What follows belongs to an exercise in optimizing a design on an open flow for small area, a short achievable clock period and few clock cycles; a production flow would make more cautious choices.
Where RTL was checked, it was by simulation tests only, not by an equivalence proof against the original.
Power is estimated from default activity; no workload was simulated.

== v11 ==
==> module stupid_NN_layer1, before the edit <==
module stupid_NN_layer1(
input clk,
input reset_n,
input waitrequest,
input ready,
input readdatavalid,
input [15:0] readdata,
output chipselect,
output [1:0] byteenable,
output reg done,
output reg read_n,
output reg write_n,
output reg [15:0] writedata,
output [31:0] address
);
localparam [16:0] WB  = 17'h0E249;      
localparam [7:0]  PBH = 8'h52;          
localparam [7:0]  PLH = 8'h83;          
localparam [9:0]  NB  = 10'h151;        
localparam [9:0]  NE  = 10'h151 + 10'd198;
assign chipselect = 1'b1;
assign byteenable = 2'b11;
reg st_boot, st_idle, st_p, st_w, st_wr, st_done;
reg kc;                
reg rq, wq, dr, dr2, dr3;
reg wa_done, wb_done;  
reg [16:0] wa;         
reg [7:0]  ph;         
reg [9:0]  na;         
reg [1:0]  ret;        
reg [2:0]  out;        
reg [3:0]  msk;        
reg [15:0] ml;         
reg [4:0]  p0, p1;     
reg mv, pv;            
reg mn, pn;            
reg hd;                
reg [13:0] r0, r1;     
reg [5:0]  ta;         
reg [5:0]  sk;         
reg        skv;
reg [23:1] ad;         
wire adv   = (rq | wq) & ~waitrequest;    
wire acc_r = rq & ~waitrequest;
wire rdv   = readdatavalid;
wire timer_end = wa[16] & wa[15] & wa[10] & wa[9] & wa[7] & wa[5];  
wire start = st_idle & ready;
wire node_end = (ph == PLH) & (wa[1:0] == 2'd0);
wire last_pair = (na == NE);
wire cap = out[2] & out[1];
wire pair_done = st_wr & (hd ? wa_done : wb_done);   
wire a_p  = (st_w & kc & ~node_end) | (pair_done & ~last_pair);
wire a_w  = st_p | (st_w & ~kc);
wire a_wr = (st_w & kc & node_end) | (st_wr & ~pair_done);
wire a_done = pair_done & last_pair;
wire [16:0] wa_inc = wa + 17'd1;
wire [16:0] wa_nx  = wa + 17'd196;
wire [7:0]  ph_inc = ph + 8'd1;
wire [9:0]  na_inc = na + 10'd1;
wire [23:1] ad_nx = st_p ? {6'h3C, wa} :
                    (st_w & ~kc) ? {6'h3C, wa_nx} :
                    {13'h0050, (wa[1:0] == 2'd3) ? ph_inc : ph, wa_inc[1:0]};
always @(posedge clk) begin
  if (!reset_n) begin
    st_boot <= 1'b1; st_idle <= 1'b0; st_p <= 1'b0; st_w <= 1'b0; kc <= 1'b0;
    st_wr <= 1'b0; st_done <= 1'b0; rq <= 1'b0; wq <= 1'b0;
    dr <= 1'b0; dr2 <= 1'b0; dr3 <= 1'b0; wa_done <= 1'b0; wb_done <= 1'b0;
  end else begin
    st_boot <= st_boot & ~timer_end;
    st_idle <= (st_idle & ~ready) | (st_done & ~ready) | (st_boot & timer_end);
    st_done <= ready & (adv ? a_done : st_done);
    st_p  <= start | (adv ? a_p : st_p);
    st_w  <= adv ? a_w : st_w;
    kc    <= adv ? st_w & ~kc : kc;
    st_wr <= adv ? a_wr : st_wr;
    rq <= start | (adv ? (a_p | a_w) & ~cap : (st_p | st_w) & ~cap);
    dr <= st_wr & (out == 3'd0);
    dr2 <= st_wr & dr;
    dr3 <= st_wr & dr2;
    wq <= (adv ? a_wr : st_wr) & dr3 & (hd ? ~wa_done : ~wb_done) & ~(adv & pair_done);
    if (adv & st_wr & ~pair_done) begin
      if (hd) wb_done <= 1'b1; else wa_done <= 1'b1;
    end else if (adv & pair_done) begin
      wa_done <= 1'b0; wb_done <= 1'b0;
    end
  end
end
always @(posedge clk) begin
  if (!reset_n) wa <= 17'd0;
  else if (st_idle) wa <= WB;
  else if (st_boot) wa <= wa_inc;
  else wa <= adv ? ((st_w & kc) ? wa_inc : pair_done ? wa_nx : wa) : wa;
  if (st_idle | (adv & st_w & kc & node_end)) ph <= PBH;
  else if (adv & st_w & kc & (wa[1:0] == 2'd3)) ph <= ph_inc;
  if (st_idle) na <= NB;
  else if (adv & pair_done) na <= na + 10'd2;
  if (st_idle | (adv & pair_done)) ad <= {13'h0050, PBH, 2'b01};
  else if (st_wr) ad <= {13'h0026, hd ? na : na_inc};
  else if (adv) ad <= ad_nx;
  if (st_idle) ret <= 2'd0;
  else if (rdv) ret <= {ret == 2'd1, ret == 2'd0};
  if (st_boot | st_idle) out <= 3'd0;
  else if (rdv) out <= acc_r ? out : out - 3'd1;
  else out <= acc_r ? out + 3'd1 : out;
end
always @(posedge clk) if (rdv && ret == 2'd0)
  msk <= {|readdata[15:12], |readdata[11:8], |readdata[7:4], |readdata[3:0]};
always @(posedge clk) begin
  ml <= readdata & {{4{msk[3]}}, {4{msk[2]}}, {4{msk[1]}}, {4{msk[0]}}};
  mv <= rdv & (ret != 2'd0);
  mn <= ret[1];
  p0 <= {ml[3], ml[3:0]} + {ml[7], ml[7:4]};
  p1 <= {ml[11], ml[11:8]} + {ml[15], ml[15:12]};
  pv <= mv; pn <= mn;
end
wire [5:0] term = {p0[4], p0} + {p1[4], p1};
always @(posedge clk) begin
  if (!reset_n) begin hd <= 1'b0; skv <= 1'b0; end
  else begin hd <= ~hd; skv <= pv & (skv | (pn == hd)); end
  sk <= term;
  ta <= skv ? sk : (pv & (pn != hd)) ? term : 6'd0;
  r0 <= r1;
  r1 <= (st_boot | (st_wr & adv)) ? 14'd0 : r0 + {{8{ta[5]}}, ta};
end
always @(*) begin
  done = st_done;
  read_n = ~rq;
  write_n = ~wq;
  writedata = {{2{r0[13]}}, r0};
end
assign address = {8'd0, ad, 1'b0};
endmodule
==> flow/config.mk <==
export PLATFORM = sky130hd
export DESIGN_NAME = stupid_NN_layer1
export DESIGN_NICKNAME = stupid_NN_layer1
export VERILOG_FILES = /design/flow/design.v
export SDC_FILE = /design/flow/constraint.sdc
export NUM_CORES = 4
export LEC_CHECK = 0
export ABC_CLOCK_PERIOD_IN_PS = 2000
export CAP_MARGIN = 20
export CORE_MARGIN = 2
export CORE_UTILIZATION = 40
export CTS_BUF_LIST = sky130_fd_sc_hd__clkbuf_4 sky130_fd_sc_hd__clkbuf_8
export CTS_CLUSTER_DIAMETER = 100
export CTS_CLUSTER_SIZE = 30
export SETUP_SLACK_MARGIN = 3.0
export SLEW_MARGIN = 20
==> flow/constraint.sdc <==
create_clock -name core_clock -period 5.0 [get_ports {clk}]
set_input_delay 1.0000 -clock core_clock [delete_from_list [all_inputs] [get_ports {clk}]]
set_output_delay 1.0000 -clock core_clock [all_outputs]
set_load 0.01 [all_outputs]
standard.sh (not shown) runs the stock make flow with config.mk's settings and CLKGATE_MAP_FILE= SYNTH_SCRIPT=/design/flow/synth_recipe.tcl, a recipe that flattens the netlist after the stock synthesis.
==> flow/flow/run.sh <==
#!/bin/bash
set -e
export BUFFER_PORTS_ARGS="-buffer_cell sky130_fd_sc_hd__buf_2"
bash standard.sh > standard.log 2>&1
Testbench counts of v11, summed over its fixed seeds: cycles 1,436,315.
> inputs changed (v11 -> v34)
--- a/flow/design.v
+++ b/flow/design.v
@@ -31,13 +31,13 @@
 reg [2:0]  out;        
 reg [3:0]  msk;        
 reg [15:0] ml;         
 reg [4:0]  p0, p1;     
-reg mv, pv;            
-reg mn, pn;            
+reg [5:0]  term;
+reg mv, pv, tv;        
+reg mn, pn, tn;        
 reg hd;                
 reg [13:0] r0, r1;     
-reg [5:0]  ta;         
 reg [5:0]  sk;         
 reg        skv;
 reg [23:1] ad;         
 wire adv   = (rq | wq) & ~waitrequest;    
@@ -87,10 +87,10 @@
 end
 always @(posedge clk) begin
   if (!reset_n) wa <= 17'd0;
   else if (st_idle) wa <= WB;
-  else if (st_boot) wa <= wa_inc;
-  else wa <= adv ? ((st_w & kc) ? wa_inc : pair_done ? wa_nx : wa) : wa;
+  else if (st_boot | (adv & st_w & kc)) wa <= wa_inc;
+  else if (adv & pair_done) wa <= wa_nx;
   if (st_idle | (adv & st_w & kc & node_end)) ph <= PBH;
   else if (adv & st_w & kc & (wa[1:0] == 2'd3)) ph <= ph_inc;
   if (st_idle) na <= NB;
   else if (adv & pair_done) na <= na + 10'd2;
@@ -111,17 +111,19 @@
   mn <= ret[1];
   p0 <= {ml[3], ml[3:0]} + {ml[7], ml[7:4]};
   p1 <= {ml[11], ml[11:8]} + {ml[15], ml[15:12]};
   pv <= mv; pn <= mn;
+  term <= {p0[4], p0} + {p1[4], p1};
+  tv <= pv; tn <= pn;
 end
-wire [5:0] term = {p0[4], p0} + {p1[4], p1};
+wire now = tv & (tn == hd);
+wire [5:0] addend = skv ? sk : now ? term : 6'd0;
 always @(posedge clk) begin
   if (!reset_n) begin hd <= 1'b0; skv <= 1'b0; end
-  else begin hd <= ~hd; skv <= pv & (skv | (pn == hd)); end
+  else begin hd <= ~hd; skv <= tv & ~now; end
   sk <= term;
-  ta <= skv ? sk : (pv & (pn != hd)) ? term : 6'd0;
   r0 <= r1;
-  r1 <= (st_boot | (st_wr & adv)) ? 14'd0 : r0 + {{8{ta[5]}}, ta};
+  r1 <= (st_boot | (st_wr & adv)) ? 14'd0 : r0 + {{8{addend[5]}}, addend};
 end
 always @(*) begin
   done = st_done;
   read_n = ~rq;
## What came out
v11 has completed all stages; timing, DRC and antenna checks passed.
v34 finished end to end and its layout was clean on timing, DRC and antenna.
Diff v11 -> v34: die area now larger, post-layout worst setup margin down 0.26 ns, largest net degree at the start of global routing lost 13.
The clock network power share of v34 is lower than that of v11.
Between v34 and v11, the number of enable-type register cells in the synthesized netlist does not differ in any meaningful way.
v34 vs v11: switching part of the total up in v34
Taking v11 as the reference, in v34 synthesized area went up by about 2.2%; number of cells upsized or downsized after cts went down by 3; share of the synthesized netlist area taken by xor and xnor gates went down by 0.39 points; shortest period the worst path allows went up by 0.26 ns; relative max-transition margin went up by 4.2 points.
From v11 to v34 the numbers moved as follows: core utilization has increased; final cell count increased by about 2.7% relative to the old numbers; synthesized netlist cell count climbed 3.9%.
The RTL of v34 was laid out without a check of its function.

========
## the baseline
stupid_NN_layer1, a different RTL version from the one above (not shown whole).
Size: roughly 520 cells after synthesis, ~80 flip-flops, about 4800 µm² of cells after synthesis.
==> module stupid_NN_layer1, before the edit <==
module stupid_NN_layer1(
input clk,
input reset_n,
input waitrequest,
input ready,
input readdatavalid,
input [15:0] readdata,
output chipselect,
output [1:0] byteenable,
output reg done,
output reg read_n,
output reg write_n,
output reg [15:0] writedata,
output reg [31:0] address
);
localparam integer K  = 1;              
localparam integer KW = (K > 1) ? $clog2(K) : 1;
localparam integer RW = $clog2(K + 1);
localparam [22:0] WB = 23'h78E249;      
localparam [9:0]  PB = 10'h149;         
localparam [9:0]  PE = 10'h149 + 10'd196;
localparam [9:0]  NB = 10'h151;         
localparam [9:0]  NE = 10'h151 + 10'd199;
localparam [22:0] STEP_K = 23'd196;                        
localparam [22:0] STEP_J = 23'd1 - 23'd196 * (K - 1);      
assign chipselect = 1'b1;
assign byteenable = 2'b11;
reg st_boot, st_idle, st_p, st_w, st_wr, st_done;
reg rq, wq;
reg [22:0] wa;         
reg [9:0]  pa;         
reg [9:0]  na;         
reg [KW-1:0] kc;       
reg [RW-1:0] ret;      
reg [2:0]  out;        
reg [3:0]  msk;        
reg signed [5:0]  term;
reg tv;
reg signed [13:0] acc [0:K-1];
wire acc_r = rq & ~waitrequest;
wire acc_w = wq & ~waitrequest;
wire rdv   = readdatavalid;
wire k_last = (kc == K-1);
wire timer_end = wa[16] & wa[15] & wa[10] & wa[9] & wa[7] & wa[5];  
wire start = st_idle & ready;
wire node_end = (pa == PE);
wire last_grp = (na == NE);
wire n_p = start | (st_p & ~acc_r) | (st_w & acc_r & k_last & ~node_end)
         | (st_wr & acc_w & k_last & ~last_grp);
wire n_w = (st_w & ~(acc_r & k_last)) | (st_p & acc_r);
wire n_wr = (st_wr & ~(acc_w & k_last)) | (st_w & acc_r & k_last & node_end);
wire n_done = (st_done & ready) | (st_wr & acc_w & k_last & last_grp);
wire n_idle = (st_idle & ~ready) | (st_done & ~ready) | (st_boot & timer_end);
always @(posedge clk) begin
  if (!reset_n) begin
    st_boot <= 1'b1; st_idle <= 1'b0; st_p <= 1'b0; st_w <= 1'b0;
    st_wr <= 1'b0; st_done <= 1'b0; rq <= 1'b0; wq <= 1'b0;
  end else begin
    st_boot <= st_boot & ~timer_end;
    st_idle <= n_idle;
    st_p <= n_p; st_w <= n_w; st_wr <= n_wr; st_done <= n_done;
    rq <= (n_p | n_w) & ~(out[2] & out[1]);
    wq <= st_wr & ~(acc_w & k_last) & (out == 3'd0);
  end
end
wire [22:0] wstep = st_boot ? 23'd1 : ~k_last ? STEP_K : node_end ? 23'd1 : STEP_J;
always @(posedge clk) begin
  if (!reset_n) wa <= 23'd0;
  else if (st_idle) wa <= WB;
  else if (st_boot | (st_w & acc_r)) wa <= wa + wstep;
  if (st_idle | (st_wr & acc_w & k_last)) pa <= PB;
  else if (st_p & acc_r) pa <= pa + 10'd1;
  if (st_idle) na <= NB;
  else if (acc_w) na <= na + 10'd1;
  if (st_idle) kc <= 0;
  else if ((st_w & acc_r) | acc_w) kc <= k_last ? {KW{1'b0}} : kc + 1'b1;
  if (st_idle) ret <= 0;
  else if (rdv) ret <= (ret == K) ? {RW{1'b0}} : ret + 1'b1;
  if (st_boot | st_idle) out <= 3'd0;
  else out <= out + {2'b0, acc_r} - {2'b0, rdv};
end
always @(posedge clk) if (rdv && ret == 0)
  msk <= {|readdata[15:12], |readdata[11:8], |readdata[7:4], |readdata[3:0]};
wire signed [5:0] l0 = msk[0] ? {{2{readdata[3]}},  readdata[3:0]}   : 6'sd0;
wire signed [5:0] l1 = msk[1] ? {{2{readdata[7]}},  readdata[7:4]}   : 6'sd0;
wire signed [5:0] l2 = msk[2] ? {{2{readdata[11]}}, readdata[11:8]}  : 6'sd0;
wire signed [5:0] l3 = msk[3] ? {{2{readdata[15]}}, readdata[15:12]} : 6'sd0;
always @(posedge clk) begin
  tv <= rdv & (ret != 0);
  term <= (l0 + l1) + (l2 + l3);
end
wire signed [13:0] tail = tv ? acc[0] + {{8{term[5]}}, term} : 14'sd0;
integer i;
always @(posedge clk) if (tv | acc_w | st_boot) begin
  for (i = 0; i < K-1; i = i + 1) acc[i] <= acc[i+1];
  acc[K-1] <= tail;
end
always @(*) begin
  done = st_done;
  read_n = ~rq;
  write_n = ~wq;
  writedata = {{2{acc[0][13]}}, acc[0]};
  address = 32'd0;
  if (st_w)      address[23:1] = wa;
  else if (st_p) address[23:1] = {13'h0050 , pa};
  else           address[23:1] = {13'h0026 , na};
end
endmodule
==> flow/config.mk <==
export PLATFORM = sky130hd
export DESIGN_NAME = stupid_NN_layer1
export DESIGN_NICKNAME = stupid_NN_layer1
export VERILOG_FILES = /design/flow/design.v
export SDC_FILE = /design/flow/constraint.sdc
export NUM_CORES = 4
export LEC_CHECK = 0
export CAP_MARGIN = 20
export CORE_MARGIN = 2
export CORE_UTILIZATION = 40
export SLEW_MARGIN = 20
==> flow/constraint.sdc <==
create_clock -name core_clock -period 5.0 [get_ports {clk}]
set_input_delay 1.0000 -clock core_clock [delete_from_list [all_inputs] [get_ports {clk}]]
set_output_delay 1.0000 -clock core_clock [all_outputs]
set_load 0.01 [all_outputs]
run.sh (not shown) runs the stock make flow with config.mk's settings and CLKGATE_MAP_FILE= SYNTH_SCRIPT=/design/flow/synth_recipe.tcl, a recipe that flattens the netlist after the stock synthesis.
Stock flow here: none of the scripts above is used.
## Diff of input files: the candidate against the baseline
--- a/flow/design.v
+++ b/flow/design.v
@@ -14,5 +14,5 @@
 output reg [31:0] address
 );
-localparam integer K  = 1;              
+localparam integer K  = 4;              
 localparam integer KW = (K > 1) ? $clog2(K) : 1;
 localparam integer RW = $clog2(K + 1);
## What came out
The candidate against the baseline; routed wire length on met2 is up by more than half.
Setup WNS the baseline -> the candidate: worse
As of the candidate, non-clock buffer total of the final layout had risen by a few percent compared to the baseline.
Going from the baseline to the candidate, wire length of the first global-routing pass grew by more than a quarter.
Going from the baseline to the candidate, area fraction in and, or, nand and nor cells after synthesis -2.1 points, final instance area up 43%.
Compared the candidate vs the baseline, and area inside the core boundary is up in the candidate.
Function was not checked in any run of this note: the RTL went through the layout flow alone.

========
main:
stupid_NN_layer1, a different RTL version from the one above (not shown whole).
Size: about 540 cells after synthesis, about 99 flip-flops, roughly 75 I/O pins.
==> module stupid_NN_layer1, before the edit <==
module stupid_NN_layer1(
input clk,
input reset_n,
input waitrequest,
input ready,
input readdatavalid,
input [15:0] readdata,
output chipselect,
output [1:0] byteenable,
output reg done,
output reg read_n,
output reg write_n,
output reg [15:0] writedata,
output reg [31:0] address
);
localparam [16:0] WB  = 17'h0E249;      
localparam [7:0]  PBH = 8'h52;          
localparam [7:0]  PLH = 8'h83;          
localparam [9:0]  NB  = 10'h151;        
localparam [9:0]  NE  = 10'h151 + 10'd199;
assign chipselect = 1'b1;
assign byteenable = 2'b11;
reg st_boot, st_idle, st_p, st_w, st_wr, st_done;
reg rq, wq, dr, dr2;
reg [16:0] wa;         
reg [7:0]  ph;         
reg [9:0]  na;         
reg        ret;        
reg [2:0]  out;        
reg [3:0]  msk;        
reg [15:0] ml;         
reg signed [4:0]  p0, p1;
reg signed [5:0]  term;
reg signed [13:0] acc;
wire acc_r = rq & ~waitrequest;
wire acc_w = wq & ~waitrequest;
wire rdv   = readdatavalid;
wire timer_end = wa[16] & wa[15] & wa[10] & wa[9] & wa[7] & wa[5];  
wire start = st_idle & ready;
wire node_end = (ph == PLH) & (wa[1:0] == 2'd0);
wire last_node = (na == NE);
wire n_p = start | (st_p & ~acc_r) | (st_w & acc_r & ~node_end) | (st_wr & acc_w & ~last_node);
wire n_w = (st_w & ~acc_r) | (st_p & acc_r);
wire n_wr = (st_wr & ~acc_w) | (st_w & acc_r & node_end);
wire n_done = (st_done & ready) | (st_wr & acc_w & last_node);
wire n_idle = (st_idle & ~ready) | (st_done & ~ready) | (st_boot & timer_end);
always @(posedge clk) begin
  if (!reset_n) begin
    st_boot <= 1'b1; st_idle <= 1'b0; st_p <= 1'b0; st_w <= 1'b0;
    st_wr <= 1'b0; st_done <= 1'b0; rq <= 1'b0; wq <= 1'b0; dr <= 1'b0; dr2 <= 1'b0;
  end else begin
    st_boot <= st_boot & ~timer_end;
    st_idle <= n_idle;
    st_p <= n_p; st_w <= n_w; st_wr <= n_wr; st_done <= n_done;
    rq <= (n_p | n_w) & ~(out[2] & out[1]);
    dr <= st_wr & (out == 3'd0);
    dr2 <= st_wr & dr;
    wq <= n_wr & dr2;
  end
end
wire [2:0] out_inc = out + 3'd1;
wire [2:0] out_dec = out - 3'd1;
always @(posedge clk) begin
  if (!reset_n) wa <= 17'd0;
  else if (st_idle) wa <= WB;
  else if (st_boot | (st_w & acc_r)) wa <= wa + 17'd1;
  if (st_idle | (st_w & acc_r & node_end)) ph <= PBH;
  else if (st_w & acc_r & (wa[1:0] == 2'd3)) ph <= ph + 8'd1;
  if (st_idle) na <= NB;
  else if (acc_w) na <= na + 10'd1;
  if (st_idle) ret <= 1'b0;
  else if (rdv) ret <= ~ret;
  if (st_boot | st_idle) out <= 3'd0;
  else if (acc_r & ~rdv) out <= out_inc;
  else if (rdv & ~acc_r) out <= out_dec;
end
always @(posedge clk) if (rdv & ~ret)
  msk <= {|readdata[15:12], |readdata[11:8], |readdata[7:4], |readdata[3:0]};
wire wv = rdv & ret;
always @(posedge clk) begin
  ml <= readdata & {{4{wv & msk[3]}}, {4{wv & msk[2]}}, {4{wv & msk[1]}}, {4{wv & msk[0]}}};
  p0 <= $signed(ml[3:0]) + $signed(ml[7:4]);
  p1 <= $signed(ml[11:8]) + $signed(ml[15:12]);
  term <= p0 + p1;
  if (start | acc_w) acc <= 14'sd0;
  else acc <= acc + term;
end
always @(*) begin
  done = st_done;
  read_n = ~rq;
  write_n = ~wq;
  writedata = {{2{acc[13]}}, acc};
  address = 32'd0;
  if (st_w)      address[23:1] = {6'h3C, wa};
  else if (st_p) address[23:1] = {13'h0050, ph, wa[1:0]};
  else           address[23:1] = {13'h0026, na};
end
endmodule
Settings: LEC_CHECK=0, ABC_CLOCK_PERIOD_IN_PS=2000, CAP_MARGIN=20, CORE_MARGIN=2, CORE_UTILIZATION=40, SETUP_SLACK_MARGIN=3.0, SLEW_MARGIN=20; clock period 5.0 ns.
### main -> the feature branch
--- a/flow/design.v
+++ b/flow/design.v
@@ -10,9 +10,9 @@
 output reg done,
 output reg read_n,
 output reg write_n,
 output reg [15:0] writedata,
-output reg [31:0] address
+output [31:0] address
 );
 localparam [16:0] WB  = 17'h0E249;      
 localparam [7:0]  PBH = 8'h52;          
 localparam [7:0]  PLH = 8'h83;          
@@ -28,11 +28,12 @@
 reg        ret;        
 reg [2:0]  out;        
 reg [3:0]  msk;        
 reg [15:0] ml;         
-reg signed [4:0]  p0, p1;
-reg signed [5:0]  term;
-reg signed [13:0] acc;
+reg [4:0]  p0, p1;     
+reg [5:0]  term;
+reg [13:0] acc;
+reg [23:1] ad;         
 wire acc_r = rq & ~waitrequest;
 wire acc_w = wq & ~waitrequest;
 wire rdv   = readdatavalid;
 wire timer_end = wa[16] & wa[15] & wa[10] & wa[9] & wa[7] & wa[5];  
@@ -57,42 +58,47 @@
     dr2 <= st_wr & dr;
     wq <= n_wr & dr2;
   end
 end
+wire [16:0] wa_inc = wa + 17'd1;
+wire [7:0]  ph_inc = ph + 8'd1;
 wire [2:0] out_inc = out + 3'd1;
 wire [2:0] out_dec = out - 3'd1;
 always @(posedge clk) begin
   if (!reset_n) wa <= 17'd0;
   else if (st_idle) wa <= WB;
-  else if (st_boot | (st_w & acc_r)) wa <= wa + 17'd1;
+  else if (st_boot | (st_w & acc_r)) wa <= wa_inc;
   if (st_idle | (st_w & acc_r & node_end)) ph <= PBH;
-  else if (st_w & acc_r & (wa[1:0] == 2'd3)) ph <= ph + 8'd1;
+  else if (st_w & acc_r & (wa[1:0] == 2'd3)) ph <= ph_inc;
   if (st_idle) na <= NB;
   else if (acc_w) na <= na + 10'd1;
   if (st_idle) ret <= 1'b0;
   else if (rdv) ret <= ~ret;
   if (st_boot | st_idle) out <= 3'd0;
   else if (acc_r & ~rdv) out <= out_inc;
   else if (rdv & ~acc_r) out <= out_dec;
 end
+always @(posedge clk) begin
+  if (start | (st_wr & acc_w))      ad <= {13'h0050, PBH, 2'b01};
+  else if (st_p & acc_r)            ad <= {6'h3C, wa};
+  else if (st_w & acc_r & node_end) ad <= {13'h0026, na};
+  else if (st_w & acc_r)            ad <= {13'h0050, (wa[1:0] == 2'd3) ? ph_inc : ph, wa_inc[1:0]};
+end
 always @(posedge clk) if (rdv & ~ret)
   msk <= {|readdata[15:12], |readdata[11:8], |readdata[7:4], |readdata[3:0]};
 wire wv = rdv & ret;
 always @(posedge clk) begin
   ml <= readdata & {{4{wv & msk[3]}}, {4{wv & msk[2]}}, {4{wv & msk[1]}}, {4{wv & msk[0]}}};
-  p0 <= $signed(ml[3:0]) + $signed(ml[7:4]);
-  p1 <= $signed(ml[11:8]) + $signed(ml[15:12]);
-  term <= p0 + p1;
-  if (start | acc_w) acc <= 14'sd0;
-  else acc <= acc + term;
+  p0 <= {ml[3], ml[3:0]} + {ml[7], ml[7:4]};
+  p1 <= {ml[11], ml[11:8]} + {ml[15], ml[15:12]};
+  term <= {p0[4], p0} + {p1[4], p1};
+  if (start | acc_w) acc <= 14'd0;
+  else acc <= acc + {{8{term[5]}}, term};
 end
 always @(*) begin
   done = st_done;
   read_n = ~rq;
   write_n = ~wq;
   writedata = {{2{acc[13]}}, acc};
-  address = 32'd0;
-  if (st_w)      address[23:1] = {6'h3C, wa};
-  else if (st_p) address[23:1] = {13'h0050, ph, wa[1:0]};
-  else           address[23:1] = {13'h0026, na};
 end
+assign address = {8'd0, ad, 1'b0};
 endmodule
Results
Sort main and the feature branch by synthesized netlist cell count, descending, and the feature branch comes first. From the feature branch to main, number of antenna violations at the first check in global routing did not move at all. On count of final max-slew check failures, main and the feature branch are basically level. The feature branch vs main: met2 wire length up by a little under 10%. Summary of the feature branch over main: leakage power went up about 12%; worst setup slack grew by 0.36 ns; number of synthesized register bits picked up an extra 18; maximum level of the CTS H-tree climbed 1; final-layout non-clock buffer area share lost 3.6 points. On the feature branch: post-detailed-placement half-perimeter wirelength is about 17% higher than what main gave. Re utilization: main and the feature branch aren't equal, and the lower value belongs to the feature branch. Routed wire in the feature branch totals more than in main. Between main and the feature branch, the total power is higher for the feature branch.
Testbench counts of the feature branch, summed over its fixed seeds: cycles 1,917,822.
The RTL of main was laid out without a check of its function.

-- afterwards: timing with drivers on the ports --
Ports are ideal in the flow. The routed layouts listed here were re-timed in OpenROAD.
Step 1, drivers: a clkbuf_16 drives clk and a buf_2 each remaining input, both assumed.
Step 2 also shifts input and output timing later by t, the mid clock arrival at the registers, as if the neighbouring blocks saw the same clock.
Three values: ideal, step 1, step 2; two values: the first two.
| run | t, ns | setup slack, ns | worst hold slack (ns) | clock arrival spread, ns | slew at the worst register clock pin (ns) |
|---|---|---|---|---|---|
| v11 | 0.489 | 2.937 / 2.925 / 2.480 | 0.330 / 0.330 / 0.330 | 0.013 / 0.013 | 0.09 / 0.09 |
| v34 | 0.494 | 2.676 / 2.676 / 2.508 | 0.326 / 0.326 / 0.326 | 0.014 / 0.014 | 0.09 / 0.09 |
| the baseline | 0.378 | 1.609 / 1.596 / 1.248 | 0.422 / 0.422 / 0.422 | 0.009 / 0.008 | 0.06 / 0.06 |
| the candidate | 0.457 | 0.894 / 0.894 / 0.894 | 0.417 / 0.417 / 0.417 | 0.011 / 0.011 | 0.07 / 0.07 |
| main | 0.378 | 2.626 / 2.588 / 2.593 | 0.441 / 0.441 / 0.441 | 0.008 / 0.008 | 0.07 / 0.07 |
| the feature branch | 0.454 | 2.985 / 2.967 / 2.513 | 0.424 / 0.424 / 0.424 | 0.007 / 0.007 | 0.06 / 0.06 |
After both steps every run listed still meets setup and hold. For the feature branch, which loses most, drivers alone change the setup slack by -0.018 ns; drivers and shift together by -0.472 ns.
